Source: an optimization exercise on an open RTL-to-GDS flow (aim: small area, a short achievable clock period and few clock cycles). Production flows keep margins and buffers that such runs may drop. At most, simulation tests tie the RTL to the original design; equivalence was not proved. Power is estimated from default activity; no workload was simulated.

==> flow/design.v (excerpt) <==
module SimpleCPU(clk, rst, data_fromRAM, wrEn, addr_toRAM, data_toRAM, pCounter);
==> module SimpleCPU, before the edit <==
module SimpleCPU(clk, rst, data_fromRAM, wrEn, addr_toRAM, data_toRAM, pCounter);
parameter SIZE = 10;
input clk, rst;
input wire [15:0] data_fromRAM;
output reg wrEn;
output reg [SIZE-1:0] addr_toRAM;
output wire [15:0] data_toRAM;
output reg [SIZE-1:0] pCounter;
localparam S_D = 3'd0;    
localparam S_E = 3'd1;    
localparam S_F = 3'd2;    
localparam S_I = 3'd3;    
localparam S_M = 3'd4;    
reg [2:0]  state, stateNext;
reg [2:0]  op, opNext;
reg [15:0] W, WNext;
reg [9:0]  S4, S4Next;      
reg        s4v, s4vNext;
reg        pend, pendNext;  
reg [15:0] Mreg;
reg [15:0] acc;
reg [1:0]  cnt, cntNext;
reg [9:0]  pcNext;
wire [15:0] I     = data_fromRAM;
wire [2:0]  iop   = I[15:13];
wire        azero = (I[12:0] == 13'd0);
wire [9:0]  pc1   = pCounter + 10'd1;
wire        Wz    = (W == 16'd0);
assign data_toRAM = W;
wire [15:0] M = data_fromRAM;
wire [15:0] alu;
SimpleCPU_alu u_alu (.op(op), .W(W), .M(M), .alu(alu));
wire [3:0] nib = Mreg[15:12];    
wire [15:0] accs = {acc[11:0], 4'd0};    
wire [15:0] prod;
SimpleCPU_mul u_mul (.W(W), .nib(nib), .accs(accs), .prod(prod));
wire inD = (state == S_D);
wire inE = (state == S_E);
wire inI = (state == S_I);
wire inM = (state == S_M);
wire inF = (state == S_F);
wire d_bz    = (iop == 3'd4);
wire d_st    = (iop == 3'd6);
wire dq      = inD;
wire t_bznt  = 1'b0;                     
wire eaq     = dq & ~t_bznt;
wire e_bzt   = (op == 3'd4) & Wz;         
wire rI      = (inE & e_bzt) | inI;
wire rP1     = (inE & ~e_bzt & (op != 3'd7)) | (inM & (cnt == 2'd2));
wire rP      = (inE & (op == 3'd7)) | (inM & (cnt != 2'd2)) | inF;
wire [9:0] addr_w;
wire       wrEn_w;
SimpleCPU_bus u_bus (.I(I), .S4(S4), .pc(pCounter), .pc1(pc1), .eaq(eaq), .rI(rI),
                     .p1q(t_bznt | rP1), .rP(rP), .wq(~rst & dq & ~pend & d_st),
                     .s4v(s4v), .wI(~rst & inI & (op == 3'd6)), .addr(addr_w), .wrEn(wrEn_w));
always @* begin
  addr_toRAM = addr_w;
  wrEn       = wrEn_w;
end
always @(posedge clk) begin
  state    <= stateNext;
  pCounter <= pcNext;
  op       <= opNext;
  W        <= WNext;
  S4       <= S4Next;
  s4v      <= s4vNext;
  pend     <= pendNext;
  acc      <= inE ? 16'd0 : prod;
  cnt      <= cntNext;
  Mreg     <= inM ? {Mreg[11:0], 4'd0} : data_fromRAM;
end
wire [9:0] ea_d = I[9:0] | ({10{azero}} & S4);
always @* begin
  stateNext = state;
  pcNext    = pCounter;
  opNext    = op;
  WNext     = pend ? prod : W;
  S4Next    = S4;
  s4vNext   = s4v;
  pendNext  = 1'b0;
  cntNext   = 2'd0;
  if (rst) begin
    stateNext = S_F;
    pcNext    = 10'd0;
    S4Next    = 10'd4;
    s4vNext   = 1'b0;
  end else begin
    case (state)
      S_D: begin
        opNext = iop;
        if (azero && !s4v) begin      
          stateNext = S_I;
        end else if (d_st) begin               
          stateNext = S_F;
          if (!pend) begin                     
            pcNext = pc1;
            if (ea_d == 10'd4) begin
              S4Next  = W[9:0];
              s4vNext = 1'b1;
            end
          end
        end else begin
          stateNext = S_E;
        end
      end
      S_I: begin
        S4Next  = I[9:0];
        s4vNext = 1'b1;
        if (op == 3'd6) begin
          pcNext    = pc1;
          stateNext = S_F;
          if (I[9:0] == 10'd4) S4Next = W[9:0];
        end else begin
          stateNext = S_E;
        end
      end
      S_E: begin
        stateNext = S_D;
        if (op == 3'd4) begin                  
          pcNext = Wz ? M[9:0] : pc1;
        end else if (op == 3'd7) begin         
          stateNext = S_M;
        end else begin
          WNext  = alu;
          pcNext = pc1;
        end
      end
      S_M: begin
        cntNext = cnt + 2'd1;
        if (cnt == 2'd2) begin                 
          pcNext    = pc1;
          pendNext  = 1'b1;
          stateNext = S_D;
        end
      end
      default: begin                           
        stateNext = S_D;
      end
    endcase
  end
end
endmodule
Settings: LEC_CHECK=0, CAP_MARGIN=20, CORE_MARGIN=2, CORE_UTILIZATION=40, SETUP_SLACK_MARGIN=3.3, SLEW_MARGIN=20, SYNTH_HIERARCHICAL=1; clock period 7.0 ns.
run.sh (not shown) runs the stock make flow with config.mk's settings and CLKGATE_MAP_FILE= SYNTH_SCRIPT=/design/flow/synth_recipe.tcl, a recipe that flattens the netlist after the stock synthesis.
Change:
--- a/flow/design.v
+++ b/flow/design.v
@@ -42,9 +42,10 @@
 wire inF = (state == S_F);
 wire d_bz    = (iop == 3'd4);
 wire d_st    = (iop == 3'd6);
 wire dq      = inD;
-wire t_bznt  = 1'b0;                     
+wire bzq     = dq & ~pend & ~Wz;          
+wire t_bznt  = bzq & d_bz;
 wire eaq     = dq & ~t_bznt;
 wire e_bzt   = (op == 3'd4) & Wz;         
 wire rI      = (inE & e_bzt) | inI;
 wire rP1     = (inE & ~e_bzt & (op != 3'd7)) | (inM & (cnt == 2'd2));
@@ -88,9 +89,12 @@
   end else begin
     case (state)
       S_D: begin
         opNext = iop;
-        if (azero && !s4v) begin      
+        if (t_bznt) begin                      
+          pcNext    = pc1;
+          stateNext = S_D;
+        end else if (azero && !s4v) begin      
           stateNext = S_I;
         end else if (d_st) begin               
           stateNext = S_F;
           if (!pend) begin                     
Combinational power went up by about 6%.
Sequential share of layout area went up by 0.68 points.
Via count went down by about 5.5%.
Critical path depth went up by 1.
Setup slack loses 340 ps.
Synthesized cell count went down by 3.9%.
Register-to-register slack loses 190 ps.
Die area went down by about 2.6%.
Non-clock buffer count went down by 15.
Power went up by 6.5%.
Routed wire length went down by about 8%.
Utilization went down by 0.69 points.
No run of this note included a check of the RTL's function; only the layout flow was run.

* * *

Setup of P:
SimpleCPU, a different RTL version from the one above (not shown whole).
Size in the first run: about 980 cells after synthesis, ~78 flip-flops, ~55 I/O pins.
==> module SimpleCPU, before the edit <==
module SimpleCPU(clk, rst, data_fromRAM, wrEn, addr_toRAM, data_toRAM, pCounter);
parameter SIZE = 10;
input clk, rst;
input wire [15:0] data_fromRAM;
output reg wrEn;
output reg [SIZE-1:0] addr_toRAM;
output wire [15:0] data_toRAM;
output reg [SIZE-1:0] pCounter;
localparam S_D = 3'd0;    
localparam S_E = 3'd1;    
localparam S_F = 3'd2;    
localparam S_R = 3'd3;    
localparam S_M = 3'd4;    
reg [2:0]  state, stateNext;
reg [2:0]  op, opNext;
reg [15:0] W, WNext;
reg [9:0]  S4, S4Next;      
reg        pend, pendNext;  
reg [15:0] Mreg;
reg [15:0] acc;
reg [1:0]  cnt, cntNext;
reg [9:0]  pcNext;
reg        sD, sI, sP1, sP, s4;
reg        sDn, sIn, sP1n, sPn, s4n;
wire [15:0] I     = data_fromRAM;
wire [2:0]  iop   = I[15:13];
wire        azero = (I[12:0] == 13'd0);
wire [9:0]  pc1   = pCounter + 10'd1;
wire        Wz    = (W == 16'd0);
assign data_toRAM = W;
wire [15:0] M = data_fromRAM;
wire        sh_zero = (|M[15:5]) | (M[4] & ~|M[3:0]);
wire [15:0] Wrev, sh_in, sh_out, sh_rev;
genvar g;
generate for (g = 0; g < 16; g = g + 1) begin : rv
  assign Wrev[g] = W[15-g];
  assign sh_rev[g] = sh_out[15-g];
end endgenerate
assign sh_in  = M[4] ? Wrev : W;
assign sh_out = sh_in >> M[3:0];
wire [15:0] srl_res = sh_zero ? 16'd0 : (M[4] ? sh_rev : sh_out);
reg [15:0] alu;
always @* begin
  case (op)
    3'd0: alu = W + M;
    3'd1: alu = ~(W & M);
    3'd2: alu = srl_res;
    3'd3: alu = {15'd0, W < M};
    default: alu = M;
  endcase
end
wire [3:0]  nib   = Mreg[15:12];
wire        blo   = Mreg[11];
wire [15:0] accs  = {acc[11:0], 4'd0};   
wire        one_l = nib[0] ^ blo;
wire        two_l = (nib[1] & ~nib[0] & ~blo) | (~nib[1] & nib[0] & blo);
wire        neg_l = nib[1];
wire        one_h = nib[2] ^ nib[1];
wire        two_h = (nib[3] & ~nib[2] & ~nib[1]) | (~nib[3] & nib[2] & nib[1]);
wire        neg_h = nib[3];
wire [15:0] Wx2   = {W[14:0], 1'b0};
wire [15:0] row_l = (({16{one_l}} & W) | ({16{two_l}} & Wx2)) ^ {16{neg_l}};
wire [15:0] row_h = ((({16{one_h}} & W) | ({16{two_h}} & Wx2)) ^ {16{neg_h}}) << 2;
wire [15:0] row_a = {accs[15:4], 1'b0, neg_h, 1'b0, neg_l};
wire [15:0] cs_s  = row_l ^ row_h ^ row_a;
wire [15:0] cs_c  = {((row_l[14:0] & row_h[14:0]) | (row_l[14:0] & row_a[14:0]) | (row_h[14:0] & row_a[14:0])), 1'b0};
wire [15:0] prod  = cs_s + cs_c;
wire inD = (state == S_D);
wire inE = (state == S_E);
wire inM = (state == S_M);
wire inF = (state == S_F);
wire inR = (state == S_R);
wire d_st  = (iop == 3'd6);
wire d_bz  = (iop == 3'd4);
wire [9:0] addr_w;
wire       wrEn_w;
SimpleCPU_bus u_bus (.I(I), .S4(S4), .pc(pCounter), .pc1(pc1), .eaq(sD), .rI(sI),
                     .p1q(sP1), .rP(sP), .r4(s4), .wq(~rst & sD & ~pend),
                     .addr(addr_w), .wrEn(wrEn_w));
always @* begin
  addr_toRAM = addr_w;
  wrEn       = wrEn_w;
end
always @(posedge clk) begin
  state    <= stateNext;
  pCounter <= pcNext;
  op       <= opNext;
  W        <= WNext;
  S4       <= S4Next;
  pend     <= pendNext;
  acc      <= inE ? 16'd0 : prod;
  cnt      <= cntNext;
  Mreg     <= inM ? {Mreg[11:0], 4'd0} : data_fromRAM;
  sD       <= sDn;
  sI       <= sIn;
  sP1      <= sP1n;
  sP       <= sPn;
  s4       <= s4n;
end
wire [9:0] ea_d = I[9:0] | ({10{azero}} & S4);
always @* begin
  stateNext = state;
  pcNext    = pCounter;
  opNext    = op;
  WNext     = pend ? prod : W;
  S4Next    = S4;
  pendNext  = 1'b0;
  cntNext   = 2'd0;
  sDn = 1'b0; sIn = 1'b0; sP1n = 1'b0; sPn = 1'b0; s4n = 1'b0;
  if (rst) begin
    stateNext = S_R;
    s4n       = 1'b1;
    pcNext    = 10'd0;
    if (inR) S4Next = I[9:0];
  end else begin
    case (state)
      S_R: begin                               
        S4Next    = I[9:0];
        stateNext = S_F;
        sPn       = 1'b1;
      end
      S_D: begin
        opNext = iop;
        if (d_st) begin                        
          stateNext = S_F;
          sPn       = 1'b1;
          if (!pend) begin                     
            pcNext = pc1;
            if (ea_d == 10'd4) S4Next = W[9:0];
          end
        end else if (d_bz && pend) begin       
          stateNext = S_F;
          sPn       = 1'b1;
        end else begin
          stateNext = S_E;
          sIn  = d_bz & Wz;                    
          sP1n = ~(d_bz & Wz) & (iop != 3'd7);
          sPn  = (iop == 3'd7);
        end
      end
      S_E: begin
        stateNext = S_D;
        sDn       = 1'b1;
        if (op == 3'd4) begin                  
          pcNext = Wz ? M[9:0] : pc1;
        end else if (op == 3'd7) begin         
          stateNext = S_M;
          sDn       = 1'b0;
          sPn       = 1'b1;
        end else begin
          WNext  = alu;
          pcNext = pc1;
        end
      end
      S_M: begin
        cntNext = cnt + 2'd1;
        sP1n    = (cnt == 2'd1);
        sPn     = (cnt == 2'd0);
        if (cnt == 2'd2) begin                 
          pcNext    = pc1;
          pendNext  = 1'b1;
          stateNext = S_D;
          sDn       = 1'b1;
        end
      end
      default: begin                           
        stateNext = S_D;
        sDn       = 1'b1;
      end
    endcase
  end
end
endmodule
Settings: LEC_CHECK=0, CAP_MARGIN=20, CORE_MARGIN=2, CORE_UTILIZATION=40, SETUP_SLACK_MARGIN=2.9, SLEW_MARGIN=20, SYNTH_HIERARCHICAL=1; clock period 7.0 ns.
Testbench counts of P, summed over its fixed seeds: cycles 110,687.
diff inputs: P => Q
--- a/flow/design.v
+++ b/flow/design.v
@@ -47,28 +47,16 @@
     3'd1: alu = ~(W & M);
     3'd2: alu = srl_res;
     3'd3: alu = {15'd0, W < M};
     default: alu = M;
   endcase
 end
-wire [3:0]  nib   = Mreg[15:12];
-wire        blo   = Mreg[11];
-wire [15:0] accs  = {acc[11:0], 4'd0};   
-wire        one_l = nib[0] ^ blo;
-wire        two_l = (nib[1] & ~nib[0] & ~blo) | (~nib[1] & nib[0] & blo);
-wire        neg_l = nib[1];
-wire        one_h = nib[2] ^ nib[1];
-wire        two_h = (nib[3] & ~nib[2] & ~nib[1]) | (~nib[3] & nib[2] & nib[1]);
-wire        neg_h = nib[3];
-wire [15:0] Wx2   = {W[14:0], 1'b0};
-wire [15:0] row_l = (({16{one_l}} & W) | ({16{two_l}} & Wx2)) ^ {16{neg_l}};
-wire [15:0] row_h = ((({16{one_h}} & W) | ({16{two_h}} & Wx2)) ^ {16{neg_h}}) << 2;
-wire [15:0] row_a = {accs[15:4], 1'b0, neg_h, 1'b0, neg_l};
-wire [15:0] cs_s  = row_l ^ row_h ^ row_a;
-wire [15:0] cs_c  = {((row_l[14:0] & row_h[14:0]) | (row_l[14:0] & row_a[14:0]) | (row_h[14:0] & row_a[14:0])), 1'b0};
-wire [15:0] prod  = cs_s + cs_c;
+wire [3:0]  nib  = Mreg[15:12];
+wire [15:0] accs = {acc[11:0], 4'd0};    
+wire [15:0] prod = accs + (nib[0] ? W : 16'd0) + (nib[1] ? {W[14:0], 1'b0} : 16'd0)
+                 + (nib[2] ? {W[13:0], 2'd0} : 16'd0) + (nib[3] ? {W[12:0], 3'd0} : 16'd0);
 wire inD = (state == S_D);
 wire inE = (state == S_E);
 wire inM = (state == S_M);
 wire inF = (state == S_F);
 wire inR = (state == S_R);
 wire d_st  = (iop == 3'd6);
## What came out
The wire length of the first global-routing pass of Q falls short of that of P by 1.6 mm.
Comparing P and Q, the lower clock power share is on Q.
Per the comparison of Q with P, post-route fraction of the period consumed by the critical path lower, post-route total power higher, combinational share of power higher.
Q vs P, routing usage on met2 went up by 0.98 points.
Between Q and P, the worst-case clock skew does not differ in any meaningful way.
Q vs P on core utilization: Q is the higher one.
Post-detailed-route via-to-cell ratio in Q is 4.0% below P.
Taking P as the reference, in Q die footprint went down by about 1.1%; global-route usage went up by 0.83 points; maximum resistive drop on vdd went up by about 53%; number of instances resized during post-cts repair went up by 2.
Only the layout flow was run in Q; the RTL was not checked for function there.

* * *

the baseline:
Another version of the RTL of SimpleCPU (not shown whole).
Size: about 78 flip-flops, about 55 I/O pins, about 0.0078 sq mm of cells after synthesis.
Design SimpleCPU, start of the top module:
module SimpleCPU(clk, rst, data_fromRAM, wrEn, addr_toRAM, data_toRAM, pCounter);
==> module SimpleCPU, before the edit <==
module SimpleCPU(clk, rst, data_fromRAM, wrEn, addr_toRAM, data_toRAM, pCounter);
parameter SIZE = 10;
input clk, rst;
input wire [15:0] data_fromRAM;
output reg wrEn;
output reg [SIZE-1:0] addr_toRAM;
output wire [15:0] data_toRAM;
output reg [SIZE-1:0] pCounter;
localparam S_D = 3'd0;    
localparam S_E = 3'd1;    
localparam S_F = 3'd2;    
localparam S_R = 3'd3;    
localparam S_M = 3'd4;    
reg [2:0]  state, stateNext;
reg [2:0]  op, opNext;
reg [15:0] W, WNext;
reg [9:0]  S4, S4Next;      
reg        pend, pendNext;  
reg [15:0] Mreg;
reg [15:0] acc;
reg [1:0]  cnt, cntNext;
reg [9:0]  pcNext;
reg        sD, sI, sP1, sP, s4;
reg        sDn, sIn, sP1n, sPn, s4n;
wire [15:0] I     = data_fromRAM;
wire [2:0]  iop   = I[15:13];
wire        azero = (I[12:0] == 13'd0);
wire [9:0]  pc1   = pCounter + 10'd1;
wire        Wz    = (W == 16'd0);
assign data_toRAM = W;
wire [15:0] M = data_fromRAM;
wire        sh_zero = (|M[15:5]) | (M[4] & ~|M[3:0]);
wire [15:0] Wrev, sh_in, sh_out, sh_rev;
genvar g;
generate for (g = 0; g < 16; g = g + 1) begin : rv
  assign Wrev[g] = W[15-g];
  assign sh_rev[g] = sh_out[15-g];
end endgenerate
assign sh_in  = M[4] ? Wrev : W;
assign sh_out = sh_in >> M[3:0];
wire [15:0] srl_res = sh_zero ? 16'd0 : (M[4] ? sh_rev : sh_out);
reg [15:0] alu;
always @* begin
  case (op)
    3'd0: alu = W + M;
    3'd1: alu = ~(W & M);
    3'd2: alu = srl_res;
    3'd3: alu = {15'd0, W < M};
    default: alu = M;
  endcase
end
wire [3:0]  nib   = Mreg[15:12];
wire        blo   = Mreg[11];
wire [15:0] accs  = {acc[11:0], 4'd0};   
wire        one_l = nib[0] ^ blo;
wire        two_l = (nib[1] & ~nib[0] & ~blo) | (~nib[1] & nib[0] & blo);
wire        neg_l = nib[1];
wire        one_h = nib[2] ^ nib[1];
wire        two_h = (nib[3] & ~nib[2] & ~nib[1]) | (~nib[3] & nib[2] & nib[1]);
wire        neg_h = nib[3];
wire [15:0] Wx2   = {W[14:0], 1'b0};
wire [15:0] row_l = (({16{one_l}} & W) | ({16{two_l}} & Wx2)) ^ {16{neg_l}};
wire [15:0] row_h = ((({16{one_h}} & W) | ({16{two_h}} & Wx2)) ^ {16{neg_h}}) << 2;
wire [15:0] row_a = {accs[15:4], 1'b0, neg_h, 1'b0, neg_l};
wire [15:0] cs_s  = row_l ^ row_h ^ row_a;
wire [15:0] cs_c  = {((row_l[14:0] & row_h[14:0]) | (row_l[14:0] & row_a[14:0]) | (row_h[14:0] & row_a[14:0])), 1'b0};
wire [15:0] prod  = cs_s + cs_c;
wire inD = (state == S_D);
wire inE = (state == S_E);
wire inM = (state == S_M);
wire inF = (state == S_F);
wire inR = (state == S_R);
wire d_st  = (iop == 3'd6);
wire d_bz  = (iop == 3'd4);
wire [9:0] addr_w;
wire       wrEn_w;
wire [9:0] a_reg = ({10{sP1}} & pc1) | ({10{sP}} & pCounter) | {7'd0, s4, 2'd0};
wire [9:0] a_s4  = {10{sD}} & S4;
SimpleCPU_bus u_bus (.I(I), .rst(rst), .sDI(sD | sI), .a_s4(a_s4), .a_reg(a_reg),
                     .wq(sD & ~pend), .addr(addr_w), .wrEn(wrEn_w));
always @* begin
  addr_toRAM = addr_w;
  wrEn       = wrEn_w;
end
always @(posedge clk) begin
  state    <= stateNext;
  pCounter <= pcNext;
  op       <= opNext;
  W        <= WNext;
  S4       <= S4Next;
  pend     <= pendNext;
  acc      <= inE ? 16'd0 : prod;
  cnt      <= cntNext;
  Mreg     <= inM ? {Mreg[11:0], 4'd0} : data_fromRAM;
  sD       <= sDn;
  sI       <= sIn;
  sP1      <= sP1n;
  sP       <= sPn;
  s4       <= s4n;
end
wire [9:0] ea_d = I[9:0] | ({10{azero}} & S4);
always @* begin
  stateNext = state;
  pcNext    = pCounter;
  opNext    = op;
  WNext     = pend ? prod : W;
  S4Next    = S4;
  pendNext  = 1'b0;
  cntNext   = 2'd0;
  sDn = 1'b0; sIn = 1'b0; sP1n = 1'b0; sPn = 1'b0; s4n = 1'b0;
  if (rst) begin
    stateNext = S_R;
    s4n       = 1'b1;
    pcNext    = 10'd0;
    if (inR) S4Next = I[9:0];
  end else begin
    case (state)
      S_R: begin                               
        S4Next    = I[9:0];
        stateNext = S_F;
        sPn       = 1'b1;
      end
      S_D: begin
        opNext = iop;
        if (d_st) begin                        
          stateNext = S_F;
          sPn       = 1'b1;
          if (!pend) begin                     
            pcNext = pc1;
            if (ea_d == 10'd4) S4Next = W[9:0];
          end
        end else if (d_bz && pend) begin       
          stateNext = S_F;
          sPn       = 1'b1;
        end else begin
          stateNext = S_E;
          sIn  = d_bz & Wz;                    
          sP1n = ~(d_bz & Wz) & (iop != 3'd7);
          sPn  = (iop == 3'd7);
        end
      end
      S_E: begin
        stateNext = S_D;
        sDn       = 1'b1;
        if (op == 3'd4) begin                  
          pcNext = Wz ? M[9:0] : pc1;
        end else if (op == 3'd7) begin         
          stateNext = S_M;
          sDn       = 1'b0;
          sPn       = 1'b1;
        end else begin
          WNext  = alu;
          pcNext = pc1;
        end
      end
      S_M: begin
        cntNext = cnt + 2'd1;
        sP1n    = (cnt == 2'd1);
        sPn     = (cnt == 2'd0);
        if (cnt == 2'd2) begin                 
          pcNext    = pc1;
          pendNext  = 1'b1;
          stateNext = S_D;
          sDn       = 1'b1;
        end
      end
      default: begin                           
        stateNext = S_D;
        sDn       = 1'b1;
      end
    endcase
  end
end
endmodule
==> module SimpleCPU_bus, before the edit <==
module SimpleCPU_bus(I, rst, sDI, a_s4, a_reg, wq, addr, wrEn);
input  [15:0] I;
input         rst, sDI, wq;
input  [9:0]  a_s4, a_reg;
output [9:0]  addr;
output        wrEn;
wire azero;
SimpleCPU_az u_az (.A(I[12:0]), .z(azero));
genvar i;
generate for (i = 0; i < 10; i = i + 1) begin : ab
  SimpleCPU_abit u_ab (.i(I[i]), .si(sDI), .z(azero), .s4(a_s4[i]), .r(a_reg[i]), .a(addr[i]));
end endgenerate
SimpleCPU_we u_we (.op(I[15:13]), .rst(rst), .wq(wq), .we(wrEn));
endmodule
==> module SimpleCPU_az, before the edit <==
module SimpleCPU_az(A, z);
input  [12:0] A;
output        z;
assign z = ~|A;
endmodule
==> module SimpleCPU_abit, before the edit <==
module SimpleCPU_abit(i, si, z, s4, r, a);
input  i, si, z, s4, r;
output a;
assign a = (i & si) | (z & s4) | r;
endmodule
==> module SimpleCPU_we, before the edit <==
module SimpleCPU_we(op, rst, wq, we);
input  [2:0] op;
input        rst, wq;
output       we;
assign we = wq & ~rst & op[2] & op[1] & ~op[0];
endmodule
export LEC_CHECK = 0
export ABC_AREA = 1
export CAP_MARGIN = 20
export CORE_MARGIN = 2
export CORE_UTILIZATION = 40
export CTS_BUF_LIST = sky130_fd_sc_hd__clkbuf_4 sky130_fd_sc_hd__clkbuf_8
export SETUP_SLACK_MARGIN = 3.3
export SLEW_MARGIN = 20
export SYNTH_HIERARCHICAL = 1
create_clock -name core_clock -period 7.0 [get_ports {clk}]
standard.sh (not shown) runs the stock make flow with config.mk's settings and CLKGATE_MAP_FILE= SYNTH_SCRIPT=/design/flow/synth_recipe.tcl, a recipe that flattens the netlist after the stock synthesis.
==> flow/flow/run.sh <==
#!/bin/bash
# The standard layout (the standard.sh), with two changes to how the
# resizer treats the port buffers: buffer_ports inserts buf_4 cells instead of
# its default delay-cell buffer, and sizing may swap a cell for one of another
# footprint, so that the port buffers can be sized for speed.
# Each tool's output goes to standard.log in this folder.
set -o pipefail
bash standard.sh MATCH_CELL_FOOTPRINT=0 "BUFFER_PORTS_ARGS=-buffer_cell sky130_fd_sc_hd__buf_4" finish > standard.log 2>&1
diff inputs: the baseline => the candidate
diff --git a/flow/design.v b/flow/design.v
--- a/flow/design.v
+++ b/flow/design.v
@@ -73,14 +73,13 @@
 wire inR = (state == S_R);
 wire d_st  = (iop == 3'd6);
 wire d_bz  = (iop == 3'd4);
 wire [9:0] addr_w;
 wire       wrEn_w;
-wire [9:0] a_reg = ({10{sP1}} & pc1) | ({10{sP}} & pCounter) | {7'd0, s4, 2'd0};
-wire [9:0] a_s4  = {10{sD}} & S4;
-SimpleCPU_bus u_bus (.I(I), .rst(rst), .sDI(sD | sI), .a_s4(a_s4), .a_reg(a_reg),
-                     .wq(sD & ~pend), .addr(addr_w), .wrEn(wrEn_w));
+SimpleCPU_bus u_bus (.I(I), .S4(S4), .pc(pCounter), .pc1(pc1), .eaq(sD), .rI(sI),
+                     .p1q(sP1), .rP(sP), .r4(s4), .wq(~rst & sD & ~pend),
+                     .addr(addr_w), .wrEn(wrEn_w));
 always @* begin
   addr_toRAM = addr_w;
   wrEn       = wrEn_w;
 end
 always @(posedge clk) begin
@@ -171,35 +170,19 @@
       end
     endcase
   end
 end
 endmodule
-module SimpleCPU_bus(I, rst, sDI, a_s4, a_reg, wq, addr, wrEn);
+module SimpleCPU_bus(I, S4, pc, pc1, eaq, rI, p1q, rP, r4, wq, addr, wrEn);
 input  [15:0] I;
-input         rst, sDI, wq;
-input  [9:0]  a_s4, a_reg;
+input  [9:0]  S4, pc, pc1;
+input         eaq, rI, p1q, rP, r4, wq;
 output [9:0]  addr;
 output        wrEn;
-wire azero;
-SimpleCPU_az u_az (.A(I[12:0]), .z(azero));
-genvar i;
-generate for (i = 0; i < 10; i = i + 1) begin : ab
-  SimpleCPU_abit u_ab (.i(I[i]), .si(sDI), .z(azero), .s4(a_s4[i]), .r(a_reg[i]), .a(addr[i]));
-end endgenerate
-SimpleCPU_we u_we (.op(I[15:13]), .rst(rst), .wq(wq), .we(wrEn));
+wire azero = (I[12:0] == 13'd0);
+assign addr = ({10{eaq}} & (I[9:0] | ({10{azero}} & S4)))
+            | ({10{rI}} & I[9:0])
+            | ({10{p1q}} & pc1)
+            | ({10{rP}} & pc)
+            | {7'd0, r4, 2'd0};
+assign wrEn = wq & (I[15:13] == 3'd6);
 endmodule
-module SimpleCPU_az(A, z);
-input  [12:0] A;
-output        z;
-assign z = ~|A;
-endmodule
-module SimpleCPU_abit(i, si, z, s4, r, a);
-input  i, si, z, s4, r;
-output a;
-assign a = (i & si) | (z & s4) | r;
-endmodule
-module SimpleCPU_we(op, rst, wq, we);
-input  [2:0] op;
-input        rst, wq;
-output       we;
-assign we = wq & ~rst & op[2] & op[1] & ~op[0];
-endmodule
Compared with the baseline, placement density in the core of the candidate is lower. Summary of the candidate over the baseline: global router's overall resource usage now sits higher, cell area after layout now sits lower, number of vias in the routed layout now sits lower, total wire length after detailed routing now sits higher. Sort the baseline and the candidate by combinational group share of total power desc -> top: the baseline. NOTE die footprint the baseline->the candidate decreased by a few percent.
Testbench counts of the candidate, summed over its fixed seeds: cycles 110,687.
For the baseline, only the layout was checked, not whether the RTL still works.

[port drivers added, routing unchanged]
No port has a modelled driver above. Below, the same layouts with a new extraction and two added sets of constraints.
Step 1 sets driving cells, clkbuf_16 on the clock port and buf_2 on the other inputs (assumed; they add their load-dependent delay and slew).
Step 2 adds t to the input delays and takes it off the output delays; t is the mean of the earliest and latest rising clock arrival at the registers after step 1. Input paths then give back, and output paths get back, about the clock's delay inside the block.
Slacks: no drivers / after step 1 / after step 2; pairs: no drivers / after step 1.
| run | t (ns) | setup slack, ns | hold WS [ns] | latest minus earliest clock arrival (ns) | pins driven straight from the clock port |
|---|---|---|---|---|---|
| the first run of note 1 | 0.391 | 3.009 / 2.971 / 2.888 | 0.415 / 0.415 / 0.415 | 0.013 / 0.012 | 1 |
| the second run of note 1 | 0.389 | 2.670 / 2.623 / 2.623 | 0.425 / 0.425 / 0.425 | 0.013 / 0.013 | 1 |
| P | 0.396 | 2.940 / 2.919 / 2.732 | 0.453 / 0.453 / 0.453 | 0.008 / 0.008 | 1 |
| Q | 0.398 | 2.955 / 2.934 / 2.580 | 0.430 / 0.430 / 0.430 | 0.007 / 0.007 | 1 |
| the baseline | 0.415 | 3.310 / 3.207 / 3.110 | 0.438 / 0.438 / 0.438 | 0.022 / 0.023 | 1 |
| the candidate | 0.422 | 3.170 / 3.142 / 3.114 | 0.442 / 0.442 / 0.442 | 0.028 / 0.028 | 1 |
After both steps setup and hold are still met in every run listed. The setup slack of Q, which loses most, moves by -0.021 ns with the drivers and by -0.375 ns with both steps.
